Source: an optimization exercise on an open RTL-to-GDS flow (aim: small area). Production flows keep margins and buffers that such runs may drop.
Function was checked by simulation only, so behaviour that the tests miss may differ from the original.
Power is estimated from default activity; no workload was simulated.

<file path="config.mk">
export PLATFORM = sky130hd
export DESIGN_NAME = vga_test
export DESIGN_NICKNAME = vga_test
export VERILOG_FILES = /design/flow/design.v
export SDC_FILE = /design/flow/constraint.sdc
export NUM_CORES = 4
export LEC_CHECK = 0
export ABC_AREA = 1
export CAP_MARGIN = 20
export CORE_MARGIN = 2
export CORE_UTILIZATION = 30
export PLACE_DENSITY = 0.4
export SLEW_MARGIN = 20
export SYNTH_MEMORY_MAX_BITS = 32768
</file>
<file path="design.v">
`timescale 1ns / 1ps
module vga_test(
    input clk,
    input rst,
    input btn_right, btn_left, btn_up, btn_down,
    input btn_fire,
    input buzz_sw,
    output [3:0] vga_r, vga_g, vga_b,
    output hsync, vsync,
    output buzz
);
  function [15:0] addc;             
    input [15:0] a, b; input cin;
    integer i; reg c;
    begin
      c = cin;
      for (i = 0; i < 16; i = i + 1) begin
        addc[i] = a[i] ^ b[i] ^ c;
        c = (a[i] & b[i]) | (a[i] & c) | (b[i] & c);
      end
    end
  endfunction
  function [15:0] sub16; input [15:0] a, b; sub16 = addc(a, ~b, 1'b1); endfunction
  function [15:0] inc16; input [15:0] a; inc16 = addc(a, 16'd0, 1'b1); endfunction
  function [15:0] dec16; input [15:0] a; dec16 = addc(a, 16'hffff, 1'b0); endfunction
  function ge16;                    
    input [15:0] a, b;
    integer i; reg c;
    begin
      c = 1'b1;
      for (i = 0; i < 16; i = i + 1) c = (a[i] & ~b[i]) | (a[i] & c) | (~b[i] & c);
      ge16 = c;
    end
  endfunction
  function [8:0] inc9; input [8:0] a; reg [15:0] t; begin t = inc16({7'd0, a}); inc9 = t[8:0]; end endfunction
  function [2:0] rom_user;
    input [4:0] r;
    input [4:0] c;
    begin
      case ({r, c})
        10'd133: rom_user = 3'd7;
        10'd134: rom_user = 3'd7;
        10'd135: rom_user = 3'd7;
        10'd167: rom_user = 3'd7;
        10'd168: rom_user = 3'd7;
        10'd169: rom_user = 3'd7;
        10'd202: rom_user = 3'd7;
        10'd203: rom_user = 3'd7;
        10'd228: rom_user = 3'd7;
        10'd229: rom_user = 3'd7;
        10'd230: rom_user = 3'd7;
        10'd231: rom_user = 3'd7;
        10'd234: rom_user = 3'd7;
        10'd235: rom_user = 3'd7;
        10'd260: rom_user = 3'd7;
        10'd261: rom_user = 3'd7;
        10'd262: rom_user = 3'd7;
        10'd263: rom_user = 3'd7;
        10'd266: rom_user = 3'd7;
        10'd267: rom_user = 3'd7;
        10'd298: rom_user = 3'd7;
        10'd299: rom_user = 3'd7;
        10'd304: rom_user = 3'd7;
        10'd327: rom_user = 3'd7;
        10'd328: rom_user = 3'd7;
        10'd329: rom_user = 3'd7;
        10'd334: rom_user = 3'd7;
        10'd335: rom_user = 3'd7;
        10'd336: rom_user = 3'd7;
        10'd337: rom_user = 3'd7;
        10'd357: rom_user = 3'd7;
        10'd358: rom_user = 3'd7;
        10'd359: rom_user = 3'd7;
        10'd365: rom_user = 3'd7;
        10'd366: rom_user = 3'd7;
        10'd367: rom_user = 3'd7;
        10'd368: rom_user = 3'd7;
        10'd369: rom_user = 3'd7;
        10'd370: rom_user = 3'd7;
        10'd396: rom_user = 3'd7;
        10'd397: rom_user = 3'd5;
        10'd398: rom_user = 3'd7;
        10'd399: rom_user = 3'd3;
        10'd400: rom_user = 3'd7;
        10'd401: rom_user = 3'd7;
        10'd402: rom_user = 3'd7;
        10'd403: rom_user = 3'd7;
        10'd429: rom_user = 3'd7;
        10'd430: rom_user = 3'd7;
        10'd431: rom_user = 3'd7;
        10'd432: rom_user = 3'd3;
        10'd433: rom_user = 3'd7;
        10'd434: rom_user = 3'd3;
        10'd435: rom_user = 3'd3;
        10'd461: rom_user = 3'd7;
        10'd462: rom_user = 3'd7;
        10'd463: rom_user = 3'd7;
        10'd464: rom_user = 3'd3;
        10'd465: rom_user = 3'd7;
        10'd466: rom_user = 3'd3;
        10'd467: rom_user = 3'd3;
        10'd493: rom_user = 3'd7;
        10'd494: rom_user = 3'd7;
        10'd495: rom_user = 3'd7;
        10'd496: rom_user = 3'd3;
        10'd497: rom_user = 3'd7;
        10'd498: rom_user = 3'd3;
        10'd499: rom_user = 3'd3;
        10'd525: rom_user = 3'd7;
        10'd526: rom_user = 3'd7;
        10'd527: rom_user = 3'd7;
        10'd528: rom_user = 3'd3;
        10'd529: rom_user = 3'd7;
        10'd530: rom_user = 3'd3;
        10'd531: rom_user = 3'd3;
        10'd557: rom_user = 3'd7;
        10'd558: rom_user = 3'd7;
        10'd559: rom_user = 3'd7;
        10'd560: rom_user = 3'd3;
        10'd561: rom_user = 3'd7;
        10'd562: rom_user = 3'd3;
        10'd563: rom_user = 3'd3;
        10'd589: rom_user = 3'd7;
        10'd590: rom_user = 3'd7;
        10'd591: rom_user = 3'd7;
        10'd592: rom_user = 3'd3;
        10'd593: rom_user = 3'd7;
        10'd594: rom_user = 3'd3;
        10'd595: rom_user = 3'd3;
        10'd621: rom_user = 3'd7;
        10'd622: rom_user = 3'd7;
        10'd623: rom_user = 3'd7;
        10'd624: rom_user = 3'd3;
        10'd625: rom_user = 3'd7;
        10'd626: rom_user = 3'd3;
        10'd627: rom_user = 3'd3;
        10'd653: rom_user = 3'd7;
        10'd654: rom_user = 3'd7;
        10'd655: rom_user = 3'd7;
        10'd656: rom_user = 3'd3;
        10'd657: rom_user = 3'd7;
        10'd658: rom_user = 3'd3;
        10'd659: rom_user = 3'd3;
        10'd685: rom_user = 3'd7;
        10'd686: rom_user = 3'd7;
        10'd687: rom_user = 3'd7;
        10'd688: rom_user = 3'd3;
        10'd689: rom_user = 3'd7;
        10'd690: rom_user = 3'd3;
        10'd691: rom_user = 3'd3;
        10'd717: rom_user = 3'd7;
        10'd718: rom_user = 3'd7;
        10'd719: rom_user = 3'd7;
        10'd720: rom_user = 3'd3;
        10'd721: rom_user = 3'd7;
        10'd722: rom_user = 3'd3;
        10'd723: rom_user = 3'd3;
        10'd749: rom_user = 3'd7;
        10'd750: rom_user = 3'd7;
        10'd751: rom_user = 3'd7;
        10'd752: rom_user = 3'd3;
        10'd753: rom_user = 3'd7;
        10'd754: rom_user = 3'd3;
        10'd755: rom_user = 3'd3;
        10'd781: rom_user = 3'd7;
        10'd782: rom_user = 3'd7;
        10'd783: rom_user = 3'd7;
        10'd784: rom_user = 3'd3;
        10'd785: rom_user = 3'd7;
        10'd786: rom_user = 3'd3;
        10'd787: rom_user = 3'd3;
        10'd813: rom_user = 3'd7;
        10'd814: rom_user = 3'd7;
        10'd815: rom_user = 3'd7;
        10'd816: rom_user = 3'd3;
        10'd817: rom_user = 3'd7;
        10'd818: rom_user = 3'd3;
        10'd819: rom_user = 3'd3;
        10'd845: rom_user = 3'd7;
        10'd846: rom_user = 3'd7;
        10'd847: rom_user = 3'd7;
        10'd848: rom_user = 3'd7;
        10'd849: rom_user = 3'd7;
        10'd850: rom_user = 3'd7;
        10'd851: rom_user = 3'd3;
        default: rom_user = 3'd0;
      endcase
    end
  endfunction
  function [2:0] rom_fly;
    input [4:0] r;
    input [4:0] c;
    begin
      case ({r, c})
        10'd334: rom_fly = 3'd4;
        10'd335: rom_fly = 3'd4;
        10'd336: rom_fly = 3'd4;
        10'd337: rom_fly = 3'd4;
        10'd338: rom_fly = 3'd4;
        10'd365: rom_fly = 3'd4;
        10'd366: rom_fly = 3'd4;
        10'd367: rom_fly = 3'd4;
        10'd369: rom_fly = 3'd4;
        10'd370: rom_fly = 3'd4;
        10'd371: rom_fly = 3'd4;
        10'd398: rom_fly = 3'd4;
        10'd399: rom_fly = 3'd4;
        10'd400: rom_fly = 3'd4;
        10'd401: rom_fly = 3'd4;
        10'd402: rom_fly = 3'd4;
        10'd429: rom_fly = 3'd1;
        10'd430: rom_fly = 3'd1;
        10'd431: rom_fly = 3'd1;
        10'd432: rom_fly = 3'd1;
        10'd433: rom_fly = 3'd1;
        10'd434: rom_fly = 3'd2;
        10'd462: rom_fly = 3'd1;
        10'd463: rom_fly = 3'd1;
        10'd464: rom_fly = 3'd1;
        10'd465: rom_fly = 3'd1;
        10'd492: rom_fly = 3'd7;
        10'd493: rom_fly = 3'd7;
        10'd494: rom_fly = 3'd2;
        10'd495: rom_fly = 3'd2;
        10'd496: rom_fly = 3'd2;
        10'd497: rom_fly = 3'd2;
        10'd498: rom_fly = 3'd2;
        10'd499: rom_fly = 3'd7;
        10'd500: rom_fly = 3'd7;
        10'd523: rom_fly = 3'd7;
        10'd524: rom_fly = 3'd7;
        10'd525: rom_fly = 3'd7;
        10'd526: rom_fly = 3'd7;
        10'd527: rom_fly = 3'd2;
        10'd528: rom_fly = 3'd2;
        10'd529: rom_fly = 3'd2;
        10'd530: rom_fly = 3'd7;
        10'd531: rom_fly = 3'd7;
        10'd532: rom_fly = 3'd7;
        10'd533: rom_fly = 3'd7;
        10'd553: rom_fly = 3'd7;
        10'd554: rom_fly = 3'd7;
        10'd555: rom_fly = 3'd7;
        10'd556: rom_fly = 3'd7;
        10'd557: rom_fly = 3'd7;
        10'd558: rom_fly = 3'd7;
        10'd559: rom_fly = 3'd2;
        10'd560: rom_fly = 3'd2;
        10'd561: rom_fly = 3'd2;
        10'd562: rom_fly = 3'd7;
        10'd563: rom_fly = 3'd7;
        10'd564: rom_fly = 3'd7;
        10'd565: rom_fly = 3'd7;
        10'd566: rom_fly = 3'd1;
        10'd586: rom_fly = 3'd7;
        10'd587: rom_fly = 3'd7;
        10'd588: rom_fly = 3'd7;
        10'd589: rom_fly = 3'd7;
        10'd590: rom_fly = 3'd2;
        10'd591: rom_fly = 3'd2;
        10'd592: rom_fly = 3'd2;
        10'd593: rom_fly = 3'd2;
        10'd594: rom_fly = 3'd2;
        10'd595: rom_fly = 3'd7;
        10'd596: rom_fly = 3'd7;
        10'd597: rom_fly = 3'd7;
        10'd598: rom_fly = 3'd7;
        10'd599: rom_fly = 3'd7;
        10'd616: rom_fly = 3'd7;
        10'd617: rom_fly = 3'd7;
        10'd618: rom_fly = 3'd7;
        10'd619: rom_fly = 3'd7;
        10'd620: rom_fly = 3'd7;
        10'd621: rom_fly = 3'd7;
        10'd622: rom_fly = 3'd2;
        10'd623: rom_fly = 3'd2;
        10'd624: rom_fly = 3'd2;
        10'd625: rom_fly = 3'd2;
        10'd626: rom_fly = 3'd2;
        10'd627: rom_fly = 3'd7;
        10'd628: rom_fly = 3'd7;
        10'd629: rom_fly = 3'd7;
        10'd630: rom_fly = 3'd7;
        10'd631: rom_fly = 3'd7;
        10'd632: rom_fly = 3'd7;
        10'd647: rom_fly = 3'd7;
        10'd648: rom_fly = 3'd7;
        10'd649: rom_fly = 3'd7;
        10'd650: rom_fly = 3'd7;
        10'd651: rom_fly = 3'd7;
        10'd652: rom_fly = 3'd7;
        10'd653: rom_fly = 3'd2;
        10'd654: rom_fly = 3'd2;
        10'd655: rom_fly = 3'd2;
        10'd656: rom_fly = 3'd2;
        10'd657: rom_fly = 3'd2;
        10'd658: rom_fly = 3'd2;
        10'd659: rom_fly = 3'd2;
        10'd660: rom_fly = 3'd7;
        10'd661: rom_fly = 3'd7;
        10'd662: rom_fly = 3'd7;
        10'd663: rom_fly = 3'd7;
        10'd664: rom_fly = 3'd7;
        10'd665: rom_fly = 3'd7;
        10'd679: rom_fly = 3'd7;
        10'd680: rom_fly = 3'd7;
        10'd681: rom_fly = 3'd7;
        10'd682: rom_fly = 3'd7;
        10'd683: rom_fly = 3'd7;
        10'd684: rom_fly = 3'd7;
        10'd685: rom_fly = 3'd2;
        10'd686: rom_fly = 3'd2;
        10'd687: rom_fly = 3'd2;
        10'd688: rom_fly = 3'd2;
        10'd689: rom_fly = 3'd2;
        10'd690: rom_fly = 3'd2;
        10'd691: rom_fly = 3'd2;
        10'd692: rom_fly = 3'd7;
        10'd693: rom_fly = 3'd7;
        10'd694: rom_fly = 3'd7;
        10'd695: rom_fly = 3'd7;
        10'd696: rom_fly = 3'd7;
        10'd697: rom_fly = 3'd7;
        10'd711: rom_fly = 3'd7;
        10'd712: rom_fly = 3'd7;
        10'd713: rom_fly = 3'd7;
        10'd714: rom_fly = 3'd7;
        10'd715: rom_fly = 3'd7;
        10'd716: rom_fly = 3'd7;
        10'd717: rom_fly = 3'd2;
        10'd718: rom_fly = 3'd2;
        10'd719: rom_fly = 3'd2;
        10'd720: rom_fly = 3'd2;
        10'd721: rom_fly = 3'd2;
        10'd722: rom_fly = 3'd2;
        10'd723: rom_fly = 3'd2;
        10'd724: rom_fly = 3'd7;
        10'd725: rom_fly = 3'd7;
        10'd726: rom_fly = 3'd7;
        10'd727: rom_fly = 3'd7;
        10'd728: rom_fly = 3'd7;
        10'd729: rom_fly = 3'd7;
        10'd743: rom_fly = 3'd7;
        10'd744: rom_fly = 3'd7;
        10'd746: rom_fly = 3'd7;
        10'd747: rom_fly = 3'd7;
        10'd750: rom_fly = 3'd2;
        10'd751: rom_fly = 3'd2;
        10'd752: rom_fly = 3'd2;
        10'd753: rom_fly = 3'd2;
        10'd754: rom_fly = 3'd2;
        10'd757: rom_fly = 3'd7;
        10'd758: rom_fly = 3'd7;
        10'd759: rom_fly = 3'd7;
        10'd760: rom_fly = 3'd7;
        10'd761: rom_fly = 3'd7;
        10'd776: rom_fly = 3'd7;
        10'd778: rom_fly = 3'd7;
        10'd783: rom_fly = 3'd2;
        10'd784: rom_fly = 3'd2;
        10'd785: rom_fly = 3'd2;
        10'd790: rom_fly = 3'd7;
        10'd791: rom_fly = 3'd7;
        10'd792: rom_fly = 3'd7;
        10'd793: rom_fly = 3'd7;
        default: rom_fly = 3'd0;
      endcase
    end
  endfunction
  function [95:0] row_mosq;
    input [4:0] r;
    begin
      case (r)
        5'd5: row_mosq = 96'hff8e00000000000000;
        5'd6: row_mosq = 96'hfc0000000000000000;
        5'd7: row_mosq = 96'h4fff9e0000000000000;
        5'd8: row_mosq = 96'h3fe00000000000000;
        5'd9: row_mosq = 96'h3f1c0e00000000000;
        5'd11: row_mosq = 96'he07924000000000;
        5'd12: row_mosq = 96'h140010db6000000000;
        5'd13: row_mosq = 96'h120101b6da0000000;
        5'd14: row_mosq = 96'h24920001f6020000000;
        5'd15: row_mosq = 96'h4b80001f0e3f000000;
        5'd16: row_mosq = 96'h38000000;
        5'd17: row_mosq = 96'h71c00000000281c0000;
        5'd18: row_mosq = 96'h20000000;
        5'd19: row_mosq = 96'hfc0000000000038000000;
        5'd20: row_mosq = 96'h38000000;
        default: row_mosq = 96'h0;
      endcase
    end
  endfunction
  function [2:0] rom_spider;
    input [5:0] r;
    input [5:0] c;
    begin
      case ({r, c})
        12'd31: rom_spider = 3'd3;
        12'd32: rom_spider = 3'd4;
        12'd95: rom_spider = 3'd3;
        12'd96: rom_spider = 3'd4;
        12'd159: rom_spider = 3'd3;
        12'd160: rom_spider = 3'd4;
        12'd223: rom_spider = 3'd3;
        12'd224: rom_spider = 3'd4;
        12'd287: rom_spider = 3'd3;
        12'd288: rom_spider = 3'd4;
        12'd351: rom_spider = 3'd3;
        12'd352: rom_spider = 3'd4;
        12'd415: rom_spider = 3'd3;
        12'd416: rom_spider = 3'd4;
        12'd479: rom_spider = 3'd3;
        12'd480: rom_spider = 3'd4;
        12'd543: rom_spider = 3'd3;
        12'd544: rom_spider = 3'd4;
        12'd607: rom_spider = 3'd3;
        12'd608: rom_spider = 3'd4;
        12'd671: rom_spider = 3'd3;
        12'd672: rom_spider = 3'd4;
        12'd735: rom_spider = 3'd3;
        12'd736: rom_spider = 3'd4;
        12'd799: rom_spider = 3'd3;
        12'd800: rom_spider = 3'd4;
        12'd863: rom_spider = 3'd3;
        12'd864: rom_spider = 3'd4;
        12'd919: rom_spider = 3'd4;
        12'd920: rom_spider = 3'd4;
        12'd927: rom_spider = 3'd3;
        12'd928: rom_spider = 3'd4;
        12'd935: rom_spider = 3'd4;
        12'd936: rom_spider = 3'd4;
        12'd982: rom_spider = 3'd4;
        12'd985: rom_spider = 3'd4;
        12'd991: rom_spider = 3'd3;
        12'd992: rom_spider = 3'd4;
        12'd998: rom_spider = 3'd4;
        12'd1001: rom_spider = 3'd4;
        12'd1046: rom_spider = 3'd4;
        12'd1049: rom_spider = 3'd4;
        12'd1055: rom_spider = 3'd3;
        12'd1056: rom_spider = 3'd4;
        12'd1062: rom_spider = 3'd4;
        12'd1065: rom_spider = 3'd4;
        12'd1110: rom_spider = 3'd4;
        12'd1113: rom_spider = 3'd4;
        12'd1119: rom_spider = 3'd3;
        12'd1120: rom_spider = 3'd4;
        12'd1126: rom_spider = 3'd4;
        12'd1129: rom_spider = 3'd4;
        12'd1174: rom_spider = 3'd4;
        12'd1177: rom_spider = 3'd4;
        12'd1183: rom_spider = 3'd3;
        12'd1184: rom_spider = 3'd4;
        12'd1190: rom_spider = 3'd4;
        12'd1193: rom_spider = 3'd4;
        12'd1235: rom_spider = 3'd4;
        12'd1238: rom_spider = 3'd4;
        12'd1241: rom_spider = 3'd4;
        12'd1247: rom_spider = 3'd3;
        12'd1248: rom_spider = 3'd4;
        12'd1254: rom_spider = 3'd4;
        12'd1257: rom_spider = 3'd4;
        12'd1260: rom_spider = 3'd4;
        12'd1261: rom_spider = 3'd4;
        12'd1297: rom_spider = 3'd4;
        12'd1300: rom_spider = 3'd4;
        12'd1301: rom_spider = 3'd4;
        12'd1302: rom_spider = 3'd4;
        12'd1305: rom_spider = 3'd4;
        12'd1311: rom_spider = 3'd3;
        12'd1312: rom_spider = 3'd4;
        12'd1318: rom_spider = 3'd4;
        12'd1321: rom_spider = 3'd4;
        12'd1322: rom_spider = 3'd4;
        12'd1323: rom_spider = 3'd4;
        12'd1326: rom_spider = 3'd4;
        12'd1364: rom_spider = 3'd4;
        12'd1365: rom_spider = 3'd4;
        12'd1375: rom_spider = 3'd3;
        12'd1376: rom_spider = 3'd4;
        12'd1386: rom_spider = 3'd4;
        12'd1387: rom_spider = 3'd4;
        12'd1425: rom_spider = 3'd4;
        12'd1428: rom_spider = 3'd4;
        12'd1429: rom_spider = 3'd4;
        12'd1430: rom_spider = 3'd4;
        12'd1431: rom_spider = 3'd4;
        12'd1432: rom_spider = 3'd4;
        12'd1435: rom_spider = 3'd4;
        12'd1438: rom_spider = 3'd4;
        12'd1439: rom_spider = 3'd3;
        12'd1440: rom_spider = 3'd4;
        12'd1441: rom_spider = 3'd4;
        12'd1444: rom_spider = 3'd4;
        12'd1445: rom_spider = 3'd4;
        12'd1447: rom_spider = 3'd4;
        12'd1448: rom_spider = 3'd4;
        12'd1449: rom_spider = 3'd4;
        12'd1450: rom_spider = 3'd4;
        12'd1451: rom_spider = 3'd4;
        12'd1454: rom_spider = 3'd4;
        12'd1491: rom_spider = 3'd4;
        12'd1494: rom_spider = 3'd4;
        12'd1495: rom_spider = 3'd4;
        12'd1496: rom_spider = 3'd4;
        12'd1499: rom_spider = 3'd4;
        12'd1500: rom_spider = 3'd4;
        12'd1501: rom_spider = 3'd4;
        12'd1503: rom_spider = 3'd4;
        12'd1504: rom_spider = 3'd4;
        12'd1506: rom_spider = 3'd4;
        12'd1507: rom_spider = 3'd4;
        12'd1508: rom_spider = 3'd4;
        12'd1509: rom_spider = 3'd4;
        12'd1511: rom_spider = 3'd4;
        12'd1512: rom_spider = 3'd4;
        12'd1513: rom_spider = 3'd4;
        12'd1516: rom_spider = 3'd4;
        12'd1517: rom_spider = 3'd4;
        12'd1555: rom_spider = 3'd4;
        12'd1558: rom_spider = 3'd4;
        12'd1559: rom_spider = 3'd4;
        12'd1560: rom_spider = 3'd4;
        12'd1563: rom_spider = 3'd4;
        12'd1565: rom_spider = 3'd4;
        12'd1567: rom_spider = 3'd4;
        12'd1568: rom_spider = 3'd4;
        12'd1570: rom_spider = 3'd4;
        12'd1572: rom_spider = 3'd4;
        12'd1573: rom_spider = 3'd4;
        12'd1575: rom_spider = 3'd4;
        12'd1576: rom_spider = 3'd4;
        12'd1577: rom_spider = 3'd4;
        12'd1580: rom_spider = 3'd4;
        12'd1581: rom_spider = 3'd4;
        12'd1619: rom_spider = 3'd4;
        12'd1622: rom_spider = 3'd4;
        12'd1623: rom_spider = 3'd4;
        12'd1624: rom_spider = 3'd4;
        12'd1627: rom_spider = 3'd4;
        12'd1628: rom_spider = 3'd7;
        12'd1629: rom_spider = 3'd4;
        12'd1631: rom_spider = 3'd4;
        12'd1632: rom_spider = 3'd4;
        12'd1634: rom_spider = 3'd4;
        12'd1635: rom_spider = 3'd4;
        12'd1636: rom_spider = 3'd4;
        12'd1637: rom_spider = 3'd4;
        12'd1639: rom_spider = 3'd4;
        12'd1640: rom_spider = 3'd4;
        12'd1641: rom_spider = 3'd4;
        12'd1644: rom_spider = 3'd4;
        12'd1645: rom_spider = 3'd4;
        12'd1683: rom_spider = 3'd4;
        12'd1686: rom_spider = 3'd4;
        12'd1687: rom_spider = 3'd4;
        12'd1688: rom_spider = 3'd4;
        12'd1691: rom_spider = 3'd4;
        12'd1692: rom_spider = 3'd4;
        12'd1693: rom_spider = 3'd4;
        12'd1695: rom_spider = 3'd4;
        12'd1696: rom_spider = 3'd4;
        12'd1698: rom_spider = 3'd4;
        12'd1699: rom_spider = 3'd4;
        12'd1700: rom_spider = 3'd4;
        12'd1701: rom_spider = 3'd4;
        12'd1703: rom_spider = 3'd4;
        12'd1704: rom_spider = 3'd4;
        12'd1705: rom_spider = 3'd4;
        12'd1708: rom_spider = 3'd4;
        12'd1709: rom_spider = 3'd4;
        12'd1747: rom_spider = 3'd4;
        12'd1750: rom_spider = 3'd4;
        12'd1751: rom_spider = 3'd4;
        12'd1752: rom_spider = 3'd4;
        12'd1753: rom_spider = 3'd4;
        12'd1756: rom_spider = 3'd4;
        12'd1757: rom_spider = 3'd4;
        12'd1762: rom_spider = 3'd4;
        12'd1763: rom_spider = 3'd4;
        12'd1766: rom_spider = 3'd4;
        12'd1767: rom_spider = 3'd4;
        12'd1768: rom_spider = 3'd4;
        12'd1769: rom_spider = 3'd4;
        12'd1772: rom_spider = 3'd4;
        12'd1773: rom_spider = 3'd4;
        12'd1812: rom_spider = 3'd4;
        12'd1813: rom_spider = 3'd4;
        12'd1815: rom_spider = 3'd4;
        12'd1816: rom_spider = 3'd4;
        12'd1817: rom_spider = 3'd4;
        12'd1819: rom_spider = 3'd4;
        12'd1828: rom_spider = 3'd4;
        12'd1829: rom_spider = 3'd4;
        12'd1830: rom_spider = 3'd4;
        12'd1831: rom_spider = 3'd4;
        12'd1832: rom_spider = 3'd4;
        12'd1834: rom_spider = 3'd4;
        12'd1835: rom_spider = 3'd4;
        12'd1876: rom_spider = 3'd4;
        12'd1877: rom_spider = 3'd4;
        12'd1879: rom_spider = 3'd4;
        12'd1880: rom_spider = 3'd4;
        12'd1883: rom_spider = 3'd4;
        12'd1892: rom_spider = 3'd4;
        12'd1893: rom_spider = 3'd4;
        12'd1895: rom_spider = 3'd4;
        12'd1896: rom_spider = 3'd4;
        12'd1898: rom_spider = 3'd4;
        12'd1899: rom_spider = 3'd4;
        12'd1942: rom_spider = 3'd4;
        12'd1961: rom_spider = 3'd4;
        12'd2007: rom_spider = 3'd4;
        12'd2008: rom_spider = 3'd4;
        12'd2009: rom_spider = 3'd4;
        12'd2011: rom_spider = 3'd4;
        12'd2020: rom_spider = 3'd4;
        12'd2021: rom_spider = 3'd4;
        12'd2022: rom_spider = 3'd4;
        12'd2023: rom_spider = 3'd4;
        12'd2024: rom_spider = 3'd4;
        12'd2071: rom_spider = 3'd4;
        12'd2072: rom_spider = 3'd4;
        12'd2073: rom_spider = 3'd4;
        12'd2075: rom_spider = 3'd4;
        12'd2085: rom_spider = 3'd4;
        12'd2086: rom_spider = 3'd4;
        12'd2087: rom_spider = 3'd4;
        12'd2088: rom_spider = 3'd4;
        12'd2134: rom_spider = 3'd4;
        12'd2140: rom_spider = 3'd4;
        12'd2141: rom_spider = 3'd4;
        12'd2146: rom_spider = 3'd4;
        12'd2147: rom_spider = 3'd4;
        12'd2153: rom_spider = 3'd4;
        12'd2260: rom_spider = 3'd4;
        12'd2261: rom_spider = 3'd4;
        12'd2263: rom_spider = 3'd4;
        12'd2264: rom_spider = 3'd4;
        12'd2265: rom_spider = 3'd4;
        12'd2267: rom_spider = 3'd4;
        12'd2276: rom_spider = 3'd4;
        12'd2277: rom_spider = 3'd4;
        12'd2278: rom_spider = 3'd4;
        12'd2279: rom_spider = 3'd4;
        12'd2280: rom_spider = 3'd4;
        12'd2282: rom_spider = 3'd4;
        12'd2283: rom_spider = 3'd4;
        12'd2326: rom_spider = 3'd4;
        12'd2327: rom_spider = 3'd4;
        12'd2328: rom_spider = 3'd4;
        12'd2329: rom_spider = 3'd7;
        12'd2342: rom_spider = 3'd7;
        12'd2343: rom_spider = 3'd4;
        12'd2344: rom_spider = 3'd4;
        12'd2345: rom_spider = 3'd4;
        12'd2348: rom_spider = 3'd7;
        12'd2349: rom_spider = 3'd4;
        12'd2387: rom_spider = 3'd4;
        12'd2391: rom_spider = 3'd4;
        12'd2392: rom_spider = 3'd4;
        12'd2393: rom_spider = 3'd4;
        12'd2406: rom_spider = 3'd4;
        12'd2407: rom_spider = 3'd4;
        12'd2408: rom_spider = 3'd4;
        12'd2409: rom_spider = 3'd4;
        12'd2412: rom_spider = 3'd4;
        12'd2413: rom_spider = 3'd4;
        12'd2451: rom_spider = 3'd4;
        12'd2454: rom_spider = 3'd4;
        12'd2455: rom_spider = 3'd4;
        12'd2456: rom_spider = 3'd4;
        12'd2459: rom_spider = 3'd4;
        12'd2468: rom_spider = 3'd4;
        12'd2469: rom_spider = 3'd4;
        12'd2471: rom_spider = 3'd4;
        12'd2472: rom_spider = 3'd4;
        12'd2473: rom_spider = 3'd4;
        12'd2476: rom_spider = 3'd4;
        12'd2477: rom_spider = 3'd4;
        12'd2513: rom_spider = 3'd4;
        12'd2516: rom_spider = 3'd4;
        12'd2517: rom_spider = 3'd4;
        12'd2518: rom_spider = 3'd4;
        12'd2521: rom_spider = 3'd4;
        12'd2526: rom_spider = 3'd4;
        12'd2527: rom_spider = 3'd4;
        12'd2528: rom_spider = 3'd4;
        12'd2529: rom_spider = 3'd4;
        12'd2534: rom_spider = 3'd4;
        12'd2537: rom_spider = 3'd4;
        12'd2538: rom_spider = 3'd4;
        12'd2539: rom_spider = 3'd4;
        12'd2542: rom_spider = 3'd4;
        12'd2580: rom_spider = 3'd4;
        12'd2581: rom_spider = 3'd4;
        12'd2582: rom_spider = 3'd4;
        12'd2590: rom_spider = 3'd4;
        12'd2591: rom_spider = 3'd4;
        12'd2592: rom_spider = 3'd4;
        12'd2593: rom_spider = 3'd4;
        12'd2601: rom_spider = 3'd4;
        12'd2602: rom_spider = 3'd4;
        12'd2603: rom_spider = 3'd4;
        12'd2641: rom_spider = 3'd4;
        12'd2644: rom_spider = 3'd4;
        12'd2645: rom_spider = 3'd4;
        12'd2646: rom_spider = 3'd4;
        12'd2649: rom_spider = 3'd4;
        12'd2655: rom_spider = 3'd4;
        12'd2656: rom_spider = 3'd4;
        12'd2662: rom_spider = 3'd4;
        12'd2665: rom_spider = 3'd4;
        12'd2666: rom_spider = 3'd4;
        12'd2667: rom_spider = 3'd4;
        12'd2670: rom_spider = 3'd4;
        12'd2769: rom_spider = 3'd4;
        12'd2772: rom_spider = 3'd4;
        12'd2773: rom_spider = 3'd4;
        12'd2774: rom_spider = 3'd4;
        12'd2777: rom_spider = 3'd4;
        12'd2783: rom_spider = 3'd4;
        12'd2784: rom_spider = 3'd4;
        12'd2790: rom_spider = 3'd4;
        12'd2793: rom_spider = 3'd4;
        12'd2794: rom_spider = 3'd4;
        12'd2795: rom_spider = 3'd4;
        12'd2798: rom_spider = 3'd4;
        12'd2835: rom_spider = 3'd4;
        12'd2836: rom_spider = 3'd4;
        12'd2837: rom_spider = 3'd4;
        12'd2838: rom_spider = 3'd4;
        12'd2841: rom_spider = 3'd4;
        12'd2846: rom_spider = 3'd4;
        12'd2847: rom_spider = 3'd4;
        12'd2848: rom_spider = 3'd4;
        12'd2849: rom_spider = 3'd4;
        12'd2854: rom_spider = 3'd4;
        12'd2857: rom_spider = 3'd4;
        12'd2858: rom_spider = 3'd4;
        12'd2859: rom_spider = 3'd4;
        12'd2860: rom_spider = 3'd4;
        12'd2861: rom_spider = 3'd4;
        12'd2899: rom_spider = 3'd4;
        12'd2900: rom_spider = 3'd4;
        12'd2901: rom_spider = 3'd4;
        12'd2902: rom_spider = 3'd4;
        12'd2905: rom_spider = 3'd4;
        12'd2910: rom_spider = 3'd4;
        12'd2911: rom_spider = 3'd4;
        12'd2912: rom_spider = 3'd4;
        12'd2913: rom_spider = 3'd4;
        12'd2918: rom_spider = 3'd4;
        12'd2921: rom_spider = 3'd4;
        12'd2922: rom_spider = 3'd4;
        12'd2923: rom_spider = 3'd4;
        12'd2924: rom_spider = 3'd4;
        12'd2925: rom_spider = 3'd4;
        12'd2964: rom_spider = 3'd4;
        12'd2965: rom_spider = 3'd4;
        12'd2967: rom_spider = 3'd4;
        12'd2968: rom_spider = 3'd4;
        12'd2971: rom_spider = 3'd4;
        12'd2980: rom_spider = 3'd4;
        12'd2981: rom_spider = 3'd4;
        12'd2983: rom_spider = 3'd4;
        12'd2984: rom_spider = 3'd4;
        12'd2986: rom_spider = 3'd4;
        12'd2987: rom_spider = 3'd4;
        12'd3028: rom_spider = 3'd4;
        12'd3029: rom_spider = 3'd4;
        12'd3031: rom_spider = 3'd4;
        12'd3032: rom_spider = 3'd4;
        12'd3036: rom_spider = 3'd4;
        12'd3037: rom_spider = 3'd4;
        12'd3042: rom_spider = 3'd4;
        12'd3043: rom_spider = 3'd4;
        12'd3047: rom_spider = 3'd4;
        12'd3048: rom_spider = 3'd4;
        12'd3050: rom_spider = 3'd4;
        12'd3051: rom_spider = 3'd4;
        12'd3092: rom_spider = 3'd4;
        12'd3093: rom_spider = 3'd4;
        12'd3095: rom_spider = 3'd4;
        12'd3096: rom_spider = 3'd4;
        12'd3100: rom_spider = 3'd4;
        12'd3101: rom_spider = 3'd4;
        12'd3106: rom_spider = 3'd4;
        12'd3107: rom_spider = 3'd4;
        12'd3111: rom_spider = 3'd4;
        12'd3112: rom_spider = 3'd4;
        12'd3114: rom_spider = 3'd4;
        12'd3115: rom_spider = 3'd4;
        12'd3156: rom_spider = 3'd4;
        12'd3157: rom_spider = 3'd4;
        12'd3159: rom_spider = 3'd4;
        12'd3160: rom_spider = 3'd4;
        12'd3166: rom_spider = 3'd4;
        12'd3169: rom_spider = 3'd4;
        12'd3175: rom_spider = 3'd4;
        12'd3176: rom_spider = 3'd4;
        12'd3178: rom_spider = 3'd4;
        12'd3179: rom_spider = 3'd4;
        12'd3220: rom_spider = 3'd4;
        12'd3221: rom_spider = 3'd4;
        12'd3223: rom_spider = 3'd4;
        12'd3224: rom_spider = 3'd4;
        12'd3231: rom_spider = 3'd4;
        12'd3232: rom_spider = 3'd4;
        12'd3239: rom_spider = 3'd4;
        12'd3240: rom_spider = 3'd4;
        12'd3242: rom_spider = 3'd4;
        12'd3243: rom_spider = 3'd4;
        12'd3285: rom_spider = 3'd4;
        12'd3287: rom_spider = 3'd4;
        12'd3288: rom_spider = 3'd4;
        12'd3295: rom_spider = 3'd4;
        12'd3296: rom_spider = 3'd4;
        12'd3303: rom_spider = 3'd4;
        12'd3304: rom_spider = 3'd4;
        12'd3306: rom_spider = 3'd4;
        12'd3350: rom_spider = 3'd4;
        12'd3369: rom_spider = 3'd4;
        12'd3414: rom_spider = 3'd4;
        12'd3433: rom_spider = 3'd4;
        default: rom_spider = 3'd0;
      endcase
    end
  endfunction
  localparam [1:0] S_INIT = 2'd0, S_NORMAL = 2'd1, S_BOSS = 2'd2, S_CLEAR = 2'd3;
  reg [9:0] h, v;
  reg hs, vs;
  wire [9:0] x = h, y = v;
  wire [15:0] h_inc = inc16({6'd0, h});
  wire [15:0] v_inc = inc16({6'd0, v});
  always @(posedge clk) begin
    if (rst) begin
      h <= 10'd0; v <= 10'd0;
    end else if (h == 10'd799) begin
      h <= 10'd0;
      v <= (v == 10'd524) ? 10'd0 : v_inc[9:0];
    end else
      h <= h_inc[9:0];
  end
  always @(posedge clk) begin
    if (rst) begin
      hs <= 1'b1; vs <= 1'b1;
    end else begin
      hs <= ~(ge16({6'd0, h}, 16'd656) & ~ge16({6'd0, h}, 16'd752));
      vs <= ~(v[9:1] == 9'd245);
    end
  end
  assign hsync = hs;
  assign vsync = vs;
  wire video_on = ~ge16({6'd0, h}, 16'd640) & ~ge16({6'd0, v}, 16'd480);
  reg [5:0] t33;
  wire tk33 = t33[5];
  wire [15:0] t33_inc = inc16({10'd0, t33});
  always @(posedge clk)
    if (rst || tk33) t33 <= 6'd0; else t33 <= t33_inc[5:0];
  reg [9:0] px;
  reg [8:0] py;
  wire [15:0] px_inc = inc16({6'd0, px}), px_dec = dec16({6'd0, px});
  wire [15:0] py_inc = inc16({7'd0, py}), py_dec = dec16({7'd0, py});
  always @(posedge clk) begin
    if (rst) begin
      px <= 10'd280; py <= 9'd400;
    end else if (tk33) begin
      if (btn_left && px != 10'd0) px <= px_dec[9:0];
      else if (btn_right && !ge16({6'd0, px}, 16'd608)) px <= px_inc[9:0];
      if (btn_up && py != 9'd0) py <= py_dec[8:0];
      else if (btn_down && !ge16({7'd0, py}, 16'd448)) py <= py_inc[8:0];
    end
  end
  reg [1:0] st;
  reg started, rall;
  reg [15:0] kc;                   
  reg [8:0] mc;                    
  reg sp_alive;
  reg [3:0] hp;
  reg [3:0] fa;
  reg [7:0] ma;
  wire enemy_rst = rst | rall;
  wire ftick = kc[9];
  wire mtick = (mc & 9'd500) == 9'd500;
  wire [15:0] kc_inc = inc16(kc);
  wire [15:0] mc_inc = inc16({7'd0, mc});
  always @(posedge clk) begin
    if (rst) begin
      st <= S_INIT; started <= 1'b0; rall <= 1'b0;
    end else case (st)
      S_INIT: begin st <= S_NORMAL; started <= 1'b0; rall <= 1'b0; end
      S_NORMAL: if (fa == 4'd0 && ma == 8'd0) st <= S_BOSS;
      S_BOSS: if (!started) started <= 1'b1; else if (!sp_alive) st <= S_CLEAR;
      S_CLEAR: if ((kc & 16'd50000) == 16'd50000) begin st <= S_INIT; rall <= 1'b1; end
    endcase
  end
  always @(posedge clk) begin
    if (rst || st == S_BOSS || (st == S_INIT && rall) || (st != S_CLEAR && ftick)) kc <= 16'd0;
    else kc <= kc_inc;
    if (enemy_rst || st == S_CLEAR || (st == S_BOSS && !sp_alive) || mtick) mc <= 9'd0;
    else mc <= mc_inc[8:0];
  end
  reg [7:0] act;
  reg [9:0] bs [0:7];              
  reg [8:0] by [0:7];
  reg [7:0] hit;                   
  reg prev_fire;
  wire fire = btn_fire & ~prev_fire;
  wire [15:0] px20 = addc({6'd0, px}, 16'd20, 1'b0);
  wire [7:0] fire_j;
  genvar j;
  generate for (j = 0; j < 8; j = j + 1) begin : bl
    if (j == 0) assign fire_j[j] = fire & ~act[0];
    else assign fire_j[j] = fire & ~act[j] & (&act[j-1:0]);
    wire [15:0] by_dec = dec16({7'd0, by[j]});
    wire by_zero = (by[j] == 9'd0);
    always @(posedge clk) begin
      if (rst) act[j] <= 1'b0;
      else if (hit[j]) act[j] <= 1'b0;
      else if (fire_j[j]) act[j] <= 1'b1;
      else if (tk33 && act[j] && by_zero) act[j] <= 1'b0;
      if (!act[j]) begin
        bs[j] <= px20[9:0];
        by[j] <= py;
      end else if (tk33 && !by_zero)
        by[j] <= by_dec[8:0];
    end
  end endgenerate
  always @(posedge clk)
    if (rst) prev_fire <= 1'b0; else prev_fire <= btn_fire;
  reg [7:0] fy;                    
  wire [15:0] fy_inc = inc16({8'd0, fy});
  wire [3:0] fcol [0:7];
  wire [7:0] fyin;
  wire [7:0] fly_bhit;
  wire [3:0] fly_kill_m [0:7];
  generate for (j = 0; j < 8; j = j + 1) begin : fb
    wire [15:0] d = sub16({8'd0, by[j][8:1]}, {8'd0, fy});
    assign fyin[j] = (d[7:4] == 4'd0);
    genvar i;
    for (i = 0; i < 4; i = i + 1) begin : fc
      assign fcol[j][i] = ge16({6'd0, bs[j]}, 208 + 50*i) & ~ge16({6'd0, bs[j]}, 240 + 50*i);
    end
    assign fly_kill_m[j] = (act[j] & fyin[j]) ? fcol[j] : 4'd0;
    assign fly_bhit[j] = act[j] & fyin[j] & ((fcol[j] & fa) != 4'd0);
  end endgenerate
  wire [3:0] fly_kill = fly_kill_m[0] | fly_kill_m[1] | fly_kill_m[2] | fly_kill_m[3] |
                        fly_kill_m[4] | fly_kill_m[5] | fly_kill_m[6] | fly_kill_m[7];
  always @(posedge clk) begin
    if (enemy_rst) begin
      fy <= 8'd0; fa <= 4'b1111;
    end else if (ftick) begin
      fy <= ge16({8'd0, fy}, 16'd224) ? 8'd0 : fy_inc[7:0];
      fa <= fa & ~fly_kill;
    end
  end
  reg [8:0] mq [0:7];              
  reg [7:0] mdir;
  wire [7:0] xm [0:7];             
  wire [7:0] mqy, spy;
  generate for (j = 0; j < 8; j = j + 1) begin : my
    assign mqy[j] = ge16({7'd0, by[j]}, 16'd92) & ~ge16({7'd0, by[j]}, 16'd132);
    assign spy[j] = ~ge16({7'd0, by[j]}, 16'd32);
  end endgenerate
  wire [7:0] mq_kill;
  wire [7:0] mq_bhit_m [0:7];
  genvar i;
  generate for (i = 0; i < 8; i = i + 1) begin : mo
    for (j = 0; j < 8; j = j + 1) begin : pr
      wire [15:0] d = sub16({7'd0, bs[j][9:1]}, {7'd0, mq[i]});
      assign xm[i][j] = (d[8:5] == 4'd0) & ~(d[4] & (d[3] | d[2]));
    end
    wire [7:0] hv = xm[i] & act & mqy;
    assign mq_kill[i] = ma[i] & (hv != 8'd0);
    assign mq_bhit_m[i] = ma[i] ? hv : 8'd0;
    wire [15:0] m_inc = inc16({7'd0, mq[i]}), m_dec = dec16({7'd0, mq[i]});
    always @(posedge clk) begin
      if (enemy_rst) begin
        mq[i] <= 30 + 60*i; mdir[i] <= 1'b1; ma[i] <= 1'b1;
      end else if (i == 0 && st == S_BOSS && !sp_alive) begin
        mq[i] <= 9'd160; mdir[i] <= 1'b1;
      end else if (mtick) begin
        mq[i] <= mdir[i] ? m_inc[8:0] : m_dec[8:0];
        if (!ge16({7'd0, mq[i]}, 16'd6)) mdir[i] <= 1'b1;
        else if (ge16({7'd0, mq[i]}, 16'd299)) mdir[i] <= 1'b0;
        if (mq_kill[i]) ma[i] <= 1'b0;
      end
    end
  end endgenerate
  wire [7:0] mq_bhit = mq_bhit_m[0] | mq_bhit_m[1] | mq_bhit_m[2] | mq_bhit_m[3] |
                       mq_bhit_m[4] | mq_bhit_m[5] | mq_bhit_m[6] | mq_bhit_m[7];
  wire sp_on = (st == S_BOSS) & sp_alive;
  wire [7:0] sp_bhit = sp_on ? (xm[0] & act & spy) : 8'd0;
  always @(posedge clk) begin
    if (rst || st != S_BOSS) begin
      sp_alive <= 1'b0; hp <= 4'd0;
    end else if (!sp_alive) begin
      sp_alive <= 1'b1; hp <= 4'd10;
    end else if (sp_bhit != 8'd0) begin
      if (hp[3:1] != 3'd0) hp <= dec16({12'd0, hp});
      else begin hp <= 4'd0; sp_alive <= 1'b0; end
    end
  end
  always @(posedge clk)
    hit <= (enemy_rst ? 8'd0 : ((ftick ? fly_bhit : 8'd0) | (mtick ? mq_bhit : 8'd0))) |
           (rst ? 8'd0 : sp_bhit);
  reg [11:0] fc;                   
  wire [15:0] fc_inc = inc16({4'd0, fc});
  always @(posedge clk) if (rst) fc <= 12'hfff; else fc <= fc_inc[11:0];
  wire swin = (fc != 12'd0) & ~ge16({4'd0, fc}, 16'd33) ;    
  reg [8:0] ring [0:31];
  wire star_on;
  wire [8:0] ring_init [0:31];
  assign ring_init[0] = 9'd5;   
  assign ring_init[1] = 9'd4;   
  assign ring_init[2] = 9'd48;   
  assign ring_init[3] = 9'd12;   
  assign ring_init[4] = 9'd3;   
  assign ring_init[5] = 9'd28;   
  assign ring_init[6] = 9'd29;   
  assign ring_init[7] = 9'd10;   
  assign ring_init[8] = 9'd19;   
  assign ring_init[9] = 9'd20;   
  assign ring_init[10] = 9'd60;   
  assign ring_init[11] = 9'd50;   
  assign ring_init[12] = 9'd25;   
  assign ring_init[13] = 9'd23;   
  assign ring_init[14] = 9'd45;   
  assign ring_init[15] = 9'd75;   
  assign ring_init[16] = 9'd37;   
  assign ring_init[17] = 9'd7;   
  assign ring_init[18] = 9'd61;   
  assign ring_init[19] = 9'd21;   
  assign ring_init[20] = 9'd6;   
  assign ring_init[21] = 9'd13;   
  assign ring_init[22] = 9'd56;   
  assign ring_init[23] = 9'd33;   
  assign ring_init[24] = 9'd1;   
  assign ring_init[25] = 9'd18;   
  assign ring_init[26] = 9'd11;   
  assign ring_init[27] = 9'd40;   
  assign ring_init[28] = 9'd8;   
  assign ring_init[29] = 9'd16;   
  assign ring_init[30] = 9'd32;   
  assign ring_init[31] = 9'd9;   
  wire own0 = OWN0[h[4:0]];
  localparam [31:0] OWN0 = 32'h04555154;
  wire vis0 = (h == 10'd50) | (h == 10'd100) | (h == 10'd150) | (h == 10'd200) | (h == 10'd250) | (h == 10'd300) | (h == 10'd400) | (h == 10'd450) | (h == 10'd500) | (h == 10'd550) | (h == 10'd590);
  reg [8:0] tinit0;
  always @* begin
    case (h[4:0])
      5'd2: tinit0 = 9'd48;
      5'd4: tinit0 = 9'd3;
      5'd6: tinit0 = 9'd29;
      5'd8: tinit0 = 9'd19;
      5'd12: tinit0 = 9'd25;
      5'd14: tinit0 = 9'd45;
      5'd16: tinit0 = 9'd37;
      5'd18: tinit0 = 9'd61;
      5'd20: tinit0 = 9'd6;
      5'd22: tinit0 = 9'd56;
      5'd26: tinit0 = 9'd11;
      default: tinit0 = 9'bx;
    endcase
  end
  wire [8:0] tq0 = ring[0];
  wire [8:0] tu0 = (swin & own0) ? ((tq0 == 9'd479) ? tinit0 : inc9(tq0)) : tq0;
  wire ton0 = vis0 & (y == {1'b0, tu0});
  wire own1 = OWN1[h[4:0]];
  localparam [31:0] OWN1 = 32'h55555555;
  wire vis1 = (h == 10'd110) | (h == 10'd170) | (h == 10'd200) | (h == 10'd230) | (h == 10'd260) | (h == 10'd290) | (h == 10'd320) | (h == 10'd350) | (h == 10'd380) | (h == 10'd410) | (h == 10'd440) | (h == 10'd470) | (h == 10'd500) | (h == 10'd530) | (h == 10'd560) | (h == 10'd620);
  reg [8:0] tinit1;
  always @* begin
    case (h[4:0])
      5'd0: tinit1 = 9'd4;
      5'd2: tinit1 = 9'd12;
      5'd4: tinit1 = 9'd28;
      5'd6: tinit1 = 9'd10;
      5'd8: tinit1 = 9'd20;
      5'd10: tinit1 = 9'd50;
      5'd12: tinit1 = 9'd23;
      5'd14: tinit1 = 9'd75;
      5'd16: tinit1 = 9'd7;
      5'd18: tinit1 = 9'd21;
      5'd20: tinit1 = 9'd13;
      5'd22: tinit1 = 9'd33;
      5'd24: tinit1 = 9'd18;
      5'd26: tinit1 = 9'd40;
      5'd28: tinit1 = 9'd16;
      5'd30: tinit1 = 9'd9;
      default: tinit1 = 9'bx;
    endcase
  end
  wire [8:0] tq1 = ring[1];
  wire [8:0] tu1 = (swin & own1) ? ((tq1 == 9'd479) ? tinit1 : inc9(tq1)) : tq1;
  wire ton1 = vis1 & (y == {1'b0, tu1});
  wire own2 = OWN2[h[4:0]];
  localparam [31:0] OWN2 = 32'h40151000;
  wire vis2 = (h == 10'd20) | (h == 10'd50) | (h == 10'd80) | (h == 10'd140) | (h == 10'd350);
  reg [8:0] tinit2;
  always @* begin
    case (h[4:0])
      5'd12: tinit2 = 9'd1;
      5'd16: tinit2 = 9'd8;
      5'd18: tinit2 = 9'd32;
      5'd20: tinit2 = 9'd5;
      5'd30: tinit2 = 9'd60;
      default: tinit2 = 9'bx;
    endcase
  end
  wire [8:0] tq2 = ring[12];
  wire [8:0] tu2 = (swin & own2) ? ((tq2 == 9'd479) ? tinit2 : inc9(tq2)) : tq2;
  wire ton2 = vis2 & (y == {1'b0, tu2});
  assign star_on = ton0 | ton1 | ton2;
  integer k;
  always @(posedge clk) begin
    for (k = 0; k < 32; k = k + 1) begin
      if (rst) ring[k] <= ring_init[k];
      else ring[k] <= ring[(k + 1) % 32];
    end
    if (!rst) ring[31] <= tu0;
    if (!rst) ring[0] <= tu1;
    if (!rst) ring[11] <= tu2;
  end
  reg [10:0] csol, cla;
  reg tsol, tla, playing, note;
  reg [16:0] dur;
  wire srst = rst | buzz_sw;
  wire [15:0] csol_inc = inc16({5'd0, csol}), cla_inc = inc16({5'd0, cla}), dur_inc = inc16(dur[15:0]);
  always @(posedge clk) begin
    if (srst) begin
      csol <= 11'd0; tsol <= 1'b0; cla <= 11'd0; tla <= 1'b0;
    end else begin
      if (ge16({5'd0, csol}, 16'd1596)) begin csol <= 11'd0; tsol <= ~tsol; end else csol <= csol_inc[10:0];
      if (ge16({5'd0, cla}, 16'd1420)) begin cla <= 11'd0; tla <= ~tla; end else cla <= cla_inc[10:0];
    end
  end
  wire dur_end = (dur & 17'd125000) == 17'd125000;
  always @(posedge clk) begin
    if (srst) begin
      playing <= 1'b0; note <= 1'b0; dur <= 17'd0;
    end else begin
      if (btn_fire && !playing) begin
        playing <= 1'b1; note <= 1'b0; dur <= 17'd0;
      end
      if (playing) begin
        if (dur_end) begin
          dur <= 17'd0;
          if (note) playing <= 1'b0; else note <= 1'b1;
        end else
          dur <= {dur[16] ^ (&dur[15:0]), dur_inc[15:0]};
      end
    end
  end
  assign buzz = playing & (note ? tla : tsol);
  wire [15:0] ux = sub16({6'd0, x}, {6'd0, px});
  wire [15:0] uy = sub16({6'd0, y}, {7'd0, py});
  wire [2:0] ucol = (ux[9:5] == 5'd0 && uy[9:5] == 5'd0) ? rom_user(uy[4:0], ux[4:0]) : 3'd0;
  wire [7:0] bv;
  generate for (j = 0; j < 8; j = j + 1) begin : bd
    wire [15:0] dx = sub16({6'd0, bs[j]}, {6'd0, x});
    wire [15:0] dy = sub16({6'd0, y}, {7'd0, by[j]});
    assign bv[j] = act[j] & (dx[9:3] == 7'd0) & (dx[2:0] >= 3'd3) & (dx[2:0] <= 3'd6) & (dy[9:3] == 7'd0);
  end endgenerate
  wire bval = (bv != 8'd0);
  wire [15:0] sx = sub16({7'd0, x[9:1]}, {7'd0, mq[0]});
  wire [2:0] scol = (sp_alive && y[9:6] == 4'd0 && sx[8:5] == 4'd0) ? rom_spider(y[5:0], {sx[4:0], x[0]}) : 3'd0;
  wire [15:0] qy = sub16({6'd0, y}, 16'd100);
  wire [95:0] qrow = (qy[9:5] == 5'd0) ? row_mosq(qy[4:0]) : 96'd0;
  wire [2:0] qpair [0:15];
  generate for (j = 0; j < 16; j = j + 1) begin : qp
    assign qpair[j] = x[0] ? qrow[6*j+5:6*j+3] : qrow[6*j+2:6*j];
  end endgenerate
  wire [2:0] qcol [0:7];
  generate for (i = 0; i < 8; i = i + 1) begin : qd
    wire [15:0] dx = sub16({7'd0, x[9:1]}, {7'd0, mq[i]});
    assign qcol[i] = (ma[i] && dx[8:4] == 5'd0) ? qpair[dx[3:0]] : 3'd0;
  end endgenerate
  wire [2:0] mcol = (qcol[0] != 0) ? qcol[0] : (qcol[1] != 0) ? qcol[1] : (qcol[2] != 0) ? qcol[2] :
                    (qcol[3] != 0) ? qcol[3] : (qcol[4] != 0) ? qcol[4] : (qcol[5] != 0) ? qcol[5] :
                    (qcol[6] != 0) ? qcol[6] : qcol[7];
  wire [15:0] fdy = sub16({6'd0, y}, {7'd0, fy, 1'b0});
  wire [3:0] fin;
  generate for (i = 0; i < 4; i = i + 1) begin : fd
    assign fin[i] = fa[i] & ge16({6'd0, x}, 200 + 50*i) & ~ge16({6'd0, x}, 232 + 50*i);
  end endgenerate
  wire [4:0] flx = fin[0] ? x[4:0] - 5'd8 : fin[1] ? x[4:0] - 5'd26 : fin[2] ? x[4:0] - 5'd12 : x[4:0] - 5'd30;
  wire [2:0] fcolr = (fin != 4'd0 && fdy[9:5] == 5'd0) ? rom_fly(fdy[4:0], flx) : 3'd0;
  wire [2:0] rgb = (ucol != 0) ? ucol : bval ? 3'd7 : (scol != 0) ? scol : (mcol != 0) ? mcol :
                   (fcolr != 0) ? fcolr : star_on ? 3'd7 : 3'd0;
  assign vga_r = {4{video_on & rgb[2]}};
  assign vga_g = {4{video_on & rgb[1]}};
  assign vga_b = {4{video_on & rgb[0]}};
endmodule
</file>
<file path="constraint.sdc">
create_clock -name core_clock -period 12.5 [get_ports {clk}]
set_input_delay 2.5000 -clock core_clock [delete_from_list [all_inputs] [get_ports {clk}]]
set_output_delay 2.5000 -clock core_clock [all_outputs]
set_load 0.01 [all_outputs]
</file>
<file path="run.sh">
#!/bin/bash
# synth_recipe.tcl (not shown) runs the flow's synth.tcl, then flattens the netlist and writes it again
# the make line also repeats each setting of config.mk as NAME=value (left out here)
make -C /OpenROAD-flow-scripts/flow DESIGN_CONFIG=/design/flow/config.mk WORK_HOME=/design/flow/orfs CLKGATE_MAP_FILE= SYNTH_SCRIPT=/design/flow/synth_recipe.tcl finish
</file>
==> qor.csv <==
metric,value,unit
yosys_register_bits,706,
cts_sinks,706,
routedWlPerCell,25.9,um
grt_max_degree,108,
maxCapViolations,0,
syn_to_final_growth,12.3,%
cts_max_path_buffers,3,
antenna_left,0,
fin_util,0.339,
critical_path.startpoint,v[3],
synthXorXnorAreaFrac,0.0259,
rsz0062_at_grt,no,
postCtsHoldBufs,0,
swShare,0.297,
place_congestion,0.976,
start_util,0.302,
fin_skew,0.0708,ns
postCtsSetupRepairBufs,0,
worstPathMaxFanout,19,
die_y,441,um
vias,49600,
grt_first_pass_wirelength,356,mm
vdd_drop_max,0.105,mV
synth_nets,7858,
slowest_stage,dfxtp_1,
muxShareOfSynthArea,0.00291,
final.fill_count,20000,
grt_use_total,0.255,
synth-compound-area-share,0.136,
routed_wl,248,mm
ys_seq_area_frac,0.274,
async_flop_share,0,
dp_hpwl,182,mm
drtIter0Drc,4812,
finalSetupTns,0,ns
status,no timing/DRC/antenna violations,
io_pins,23,
synth_top_family_by_area,adder cells,
period_share,0.888,
dpl_worst_slack,2.21,ns
numCtsBuffers,90,
worst_slew_pin_slew,1.28,ns
postSynthCellCount,6882,
port-buffer-count,22,
ys.flop_type,dfxtp_1,
ys_warn_count,5,
yosys.area_share.simple,0.180,
cts_max_level,3,
hold_viol,0,
row_count,160,
first_pass_iters,8,
synth_adder_area_share,0.290,
core_area,190000,um^2
power_frac_comb,0.132,
critPathKind,flip-flop to primary output,
pwr-share-seq,0.417,
cts_resized,0,
routed_via_density,5.19,
hp-start,ring[10][0],
chipWidth,441,um
overflow,0,
cp.required,10.00,ns
first_global_vias,48300,
drive_gt1_frac,0.0732,
finalNetCount,7949,
period_minus_slack,11.10,ns
switchingPower,0.00174,W
p_int,0.00413,W
antenna_found_initial,9,
cp.arrival,8.60,ns
fp.dieArea,194000,um^2
final_area,64300,um^2
drc,0,
power.density,91.3,nW/um^2
p_leak,27.4,nW
syn-cell-area,57200,um^2
end_kind,primary output,
avgSynthCellArea,8.32,um^2
root_buffer,clkbuf_16,
cts_tree,yes,
min-delay-path-class,flip-flop to flip-flop,
holdWs,0.366,ns
ys_types,80,
insertion_delay,0.77,ns
cp_common_cell,nand2_1,
fin_ws,1.40,ns
startpoint_type,flip-flop,
clkPwrFrac,0.451,
r2r-start,bs[7][2],
path_clk_slew,0.06,ns
crit_path_max_incr_delay,0.76,ns
max_slew_margin,0.147,
synth_edf_count,152,
finalSetupViolCount,0,
place_area,61300,um^2
max_freq,90.1,MHz
drv_slew,0,
-- sequential cells by signal, summed over array words and instances (netlist names), 10 cells and up --
| name | cells |
|---|---|
| ring | 288 |
| bs | 80 |
| by | 72 |
| mq | 72 |
| dur | 17 |
| kc | 16 |
| fc | 12 |
| cla | 11 |
| csol | 11 |
| h | 10 |
| px | 10 |
| v | 10 |
-- power groups by stage --
stage	Sequential (W)	Clock (W)	Combinational, W
4_1_cts	0.00245	0.00273	0.000766
6_report	0.00245	0.00265	0.000775
2_1_floorplan	0.00249	0	0.000475
3_5_place_dp	0.00249	0	0.000761
5_1_grt	0.00245	0.00282	0.000866
3_3_place_gp	0.00249	0	0.000759
-- final timing paths --
path / to / slack [ns] / cells past startpoint
setup reg to reg: hit[7] / 5.86 / 20
setup / recovery: vga_r[3] / 1.40 / 44
hold reg to reg: ring[9][0] / 0.37 / 2
hold / removal: ring[9][0] / 0.37 / 2
-- through the flow --
stage	cells	total power, W
final	9561	0.00587
after global routing	9551	0.00614
after CTS	9550	0.00595
after global placement	9391	0.00325
after floorplan	6882	0.00297
after detailed placement	9392	0.00326
-- area by class of cell --
type | instances | area [um^2] | share of cell area
multi-input cells | 4805 | 36400 | 0.566
inverters | 1138 | 4280 | 0.0666
repair buffers | 232 | 1810 | 0.0281
diodes | 11 | 27.5 | 0.000428
well taps | 2511 | 3140 | 0.0489
flip-flops and latches | 706 | 15700 | 0.244
clock buffers | 117 | 2470 | 0.0385
clock inverters | 41 | 502 | 0.00780
-- worst max-delay path, delay by kind of cell, from the launching register on --
family | cells | cell delay [ns]
simple gates | 32 | 4.00
buf+inv | 5 | 1.40
fa+ha+maj | 6 | 1.39
flops | 1 | 0.76
compound gates | 1 | 0.29
-- cells by family after synthesis --
family	Yosys count
xor gates and xnor gates	169
adders and majority gates	968
DFF	706
buffers and inverters	1371
and+or+nand+nor	2388
AOI/OAI and AO/OA	1264
muxes	16
-- cells in the mapped netlist (7+ instances only) --
master     number  area share
dfxtp_1       554        0.19
inv_1        1103       0.072
a2111oi_0      46      0.0070
nand4_1       131       0.014
nor3_1         93      0.0081
nand2_1       864       0.057
buf_1          19      0.0012
o211a_1        11      0.0019
clkbuf_1      184       0.012
ha_1          369       0.081
o21ai_0       484       0.042
a211oi_1       63      0.0083
nand2_2         9     0.00098
o311ai_0       13      0.0020
a22o_1          7      0.0011
nand3_1       197       0.017
o22ai_1        59      0.0064
clkinv_1       20      0.0013
buf_2          15      0.0013
o21bai_1        8      0.0010
buf_4          13      0.0017
inv_2          12     0.00079
o31ai_1         9      0.0012
a31oi_1        20      0.0022
a22oi_1        31      0.0041
xor2_1         40      0.0061
o2111ai_1      55      0.0084
a221oi_1       19      0.0029
o221ai_1       16      0.0024
nor2_1        898       0.059
fa_1          599        0.21
o211ai_1       98       0.013
mux2i_1        11      0.0019
edfxtp_1      152       0.080
xnor2_1       129       0.020
o21ai_1        22      0.0019
or2_2          92       0.010
a21oi_1       255       0.022
nor4_1         64      0.0070
-- cells in the final DEF (no fill, tap or decap), drive strengths merged, types with 6 or more instances in the layout --
cell type,n
xnor2,129
nand2,877
a21oi,256
o22ai,59
o221ai,16
clkinv,50
o41ai,6
nand4,132
o21bai,8
a221oi,19
clkbuf,117
a211oi,63
nand3,203
clkdlybuf4s50,21
nor2,909
ha,369
o211ai,99
buf,211
o21ai,510
xor2,40
o211a,11
a22o,7
o2111ai,55
a2111oi,46
a22oi,31
a31oi,20
mux2i,11
inv,1123
o311ai,13
a21boi,7
diode,11
edfxtp,152
or2,93
dfxtp,554
nor4,64
o31ai,9
nor3,94
fa,599
-- per-layer routing --
| layer | global-route usage | vias up | share of wire |
|---|---|---|---|
| met2 | 0.388 | 1874 | 0.43 |
| li1 | - | 22800 | - |
| met1 | 0.353 | 24500 | 0.45 |
| met3 | 0.0545 | 387 | 0.076 |
| met4 | 0.0942 | 0 | 0.040 |
| met5 | 0 | - | 0 |

## what the ideal ports hide
No port has a modelled driver above. Below, the same layout with a new extraction and two added sets of constraints.
Step 1 (the two cells are an assumption about what drives the block):
set clk [get_ports {clk}]
set_driving_cell -lib_cell sky130_fd_sc_hd__clkbuf_16 $clk
set_driving_cell -lib_cell sky130_fd_sc_hd__buf_2 [delete_from_list [all_inputs] $clk]
Step 2 also shifts input and output timing later by t, the mid clock arrival at the registers, as if the neighbouring blocks saw the same clock.
Slacks: ideal / step 1 / step 2; pairs: ideal / step 1.
t, ns: 0.816
slack for setup (ns): 1.395 / 1.312 / 2.127
clock arrival spread, ns: 0.071 / 0.071
worst slew at a driven data input, ns: 0.09
After both steps this run still meets setup and hold. The setup slack of this run moves by -0.083 ns with the drivers and by +0.732 ns with both steps.
